This is an optimization exercise on Yosys and OpenROAD, whose aim is small area, a short achievable clock period and few clock cycles, not a production implementation.
Function was checked by simulation only, so behaviour that the tests miss may differ from the original.

==> flow/design.v (excerpt) <==
module Dual_mode_neuron (
    input wire clk,
    input wire rstn,
    input wire mode,     
    input wire signed [26 : 0] i_in,    
    output wire signed [26 : 0] v,
    output reg signed [26:0] h_0,
    output reg done
);
For scale: about 0.11 mm² of cells after synthesis.
export LEC_CHECK = 0
export ABC_AREA = 1
export CAP_MARGIN = 30
export CORE_MARGIN = 2
export CORE_UTILIZATION = 40
export PLACE_DENSITY = 0.75
export SETUP_SLACK_MARGIN = 4
export SLEW_MARGIN = 30
export TNS_END_PERCENT = 30
create_clock -name core_clock -period 11.0 [get_ports {clk}]
run.sh (not shown) runs the stock make flow with config.mk's settings and CLKGATE_MAP_FILE= SYNTH_SCRIPT=/design/flow/synth_recipe.tcl, a recipe that flattens the netlist after the stock synthesis.
The first run finished clean.
Testbench counts at the start, summed over its fixed seeds: cycles 489,012.
Edit:
- PLACE_DENSITY: 0.75 -> 0.45
- TNS_END_PERCENT: 30 -> default
After rerunning:
- via count grows slightly
- area after synthesis does not change
- design area is higher slightly
- global-route usage goes up by 3.7 points
Edit:
- PLACE_DENSITY: 0.45 -> 0.65
- SETUP_SLACK_MARGIN: 4 -> 4.25
Non-clock buffer count came out higher by 46. Design area goes up slightly. Clock skew went down by 73 ps. Setup slack is worse by 39 ps. Wire length is lower by a little under a tenth. Global-route usage falls by 3.5 points. Synthesized cell count is unchanged. First-iteration DRC count increases by a few percent.
Edit:
- PLACE_DENSITY: 0.65 -> 0.75
- SETUP_SLACK_MARGIN: 4.25 -> 5
After rerunning: Setup slack gains 220 ps; die area stays the same; via count went up by 6.0%; utilization is higher by 4.1 points; clock skew climbs by 4.2 ps; hold slack got worse by 19 ps; sequential share of layout area shrinks by 2.1 points; non-clock buffer count grows by 570; critical path depth shrinks by 3.


Dual_mode_neuron again, from the RTL that the note above started with.
clock: 11.0 ns
lec_check: 0
cap_margin: 30
core_margin: 2
core_utilization: 40
place_density: 0.75
setup_slack_margin: 3.5
slew_margin: 30
The starting point completed without violations.
Testbench counts at the start, summed over its fixed seeds: cycles 489,012.
Rerun with:
Settings changed: ABC_AREA from default to 1, PLACE_DENSITY 0.75 to 0.55, SETUP_SLACK_MARGIN 3.5 to 3.75.
The new run completed without violations; clock skew went down by 0.013 ns; setup slack gains 0.37 ns; worst hold slack loses 0.0036 ns; global-route usage went up by 5.3 points; first-iteration DRC count went down by about a fifth; synthesized area went up by a few percent; via count went up by a little under a tenth; fmax went up by a few percent; final area went up by a few percent; core utilization went down by 0.43 points.
Rerun with:
Settings changed: PLACE_DENSITY 0.55 to 0.75, SETUP_SLACK_MARGIN 3.75 to 3.5.
After rerunning:
- wire length shrinks by 6.6%
- worst setup slack loses 0.27 ns
- sequential cell count is unchanged
- final area went down by 0.57%
- clock-buffer cell count drops by 2
- utilization goes down by 0.26 points
- hold slack improved by 0.034 ns
- global-route usage falls by 2.9 points
Rerun with:
Settings changed: CORE_UTILIZATION 40 to 47, SETUP_SLACK_MARGIN 3.5 to 4.
The new run ran to the end with no violations; setup slack improves by 0.46 ns; cell count is lower by about 2.8%; critical path depth is lower by 6; sequential cell count is unchanged; global-route usage is higher by 5.6 points; sequential share of layout area is lower by 0.11 points; core utilization is higher by 8.1 points; hold slack degrades by 0.040 ns; die area is lower by 15%; wire length is lower by 1.2%.


## run 1
Dual_mode_neuron again, from the RTL that the note above started with.
export LEC_CHECK = 0
export ABC_AREA = 1
export CAP_MARGIN = 30
export CORE_MARGIN = 2
export CORE_UTILIZATION = 40
export PLACE_DENSITY = 0.75
export SETUP_SLACK_MARGIN = 4
export SLEW_MARGIN = 30
create_clock -name core_clock -period 11.0 [get_ports {clk}]
Testbench counts of run 1, summed over its fixed seeds: cycles 489,012.
--- input diff run 1..run 2 ---
Settings: PLACE_DENSITY: 0.75 -> 0.65.
Results
- Worst setup slack was higher in run 2 than in run 1.
- Going from run 1 to run 2, minimum clock period shrinks by 110 ps.
- Compared with run 1, in run 2 total vias in the final route down 352.
- Looking at total routing resource utilization after global routing, run 2 sits 1.0 points above run 1.

-- separate check: timing with driven ports --
The flow's constraints put no driver on any port. The routed layouts listed below were extracted and timed again, unchanged, in two steps.
Step 1, drivers: a clkbuf_16 drives clk and a buf_2 each remaining input, both assumed.
Step 2 moves the port delays by t, midway between the first and last clock arrival at a register: inputs arrive t later, outputs are due t later. That takes back most of the time a late clock gives input paths.
Three values: no drivers, after step 1, after step 2; two values: the first two.
| run | t (ns) | slack for setup (ns) | worst hold slack (ns) | worst register clock-pin slew, ns |
|---|---|---|---|---|
| the first run of note 1 | 0.963 | 3.848 / 3.859 / 2.950 | 0.440 / 0.440 / 0.440 | 0.07 / 0.07 |
| the second run of note 1 | 0.988 | 3.900 / 3.900 / 3.053 | 0.433 / 0.433 / 0.433 | 0.08 / 0.08 |
| the third run of note 1 | 0.957 | 3.860 / 3.860 / 3.274 | 0.437 / 0.437 / 0.437 | 0.07 / 0.07 |
| the fourth run of note 1 | 0.977 | 4.084 / 4.084 / 3.650 | 0.418 / 0.418 / 0.418 | 0.08 / 0.08 |
| the first run of note 2 | 0.960 | 3.337 / 3.337 / 2.590 | 0.429 / 0.429 / 0.429 | 0.07 / 0.07 |
| the second run of note 2 | 0.971 | 3.711 / 3.742 / 2.829 | 0.426 / 0.426 / 0.426 | 0.08 / 0.08 |
| the third run of note 2 | 0.966 | 3.442 / 3.474 / 2.548 | 0.460 / 0.460 / 0.460 | 0.07 / 0.07 |
| the fourth run of note 2 | 0.958 | 3.901 / 3.901 / 3.062 | 0.419 / 0.419 / 0.419 | 0.07 / 0.07 |
| run 1 | 0.972 | 3.902 / 3.902 / 3.006 | 0.444 / 0.444 / 0.444 | 0.07 / 0.07 |
| run 2 | 0.957 | 4.013 / 4.037 / 3.132 | 0.412 / 0.412 / 0.412 | 0.07 / 0.07 |
After both steps setup and hold are still met in every run listed. For the first run of note 1, which loses most, drivers alone change the setup slack by +0.011 ns; drivers and shift together by -0.898 ns.
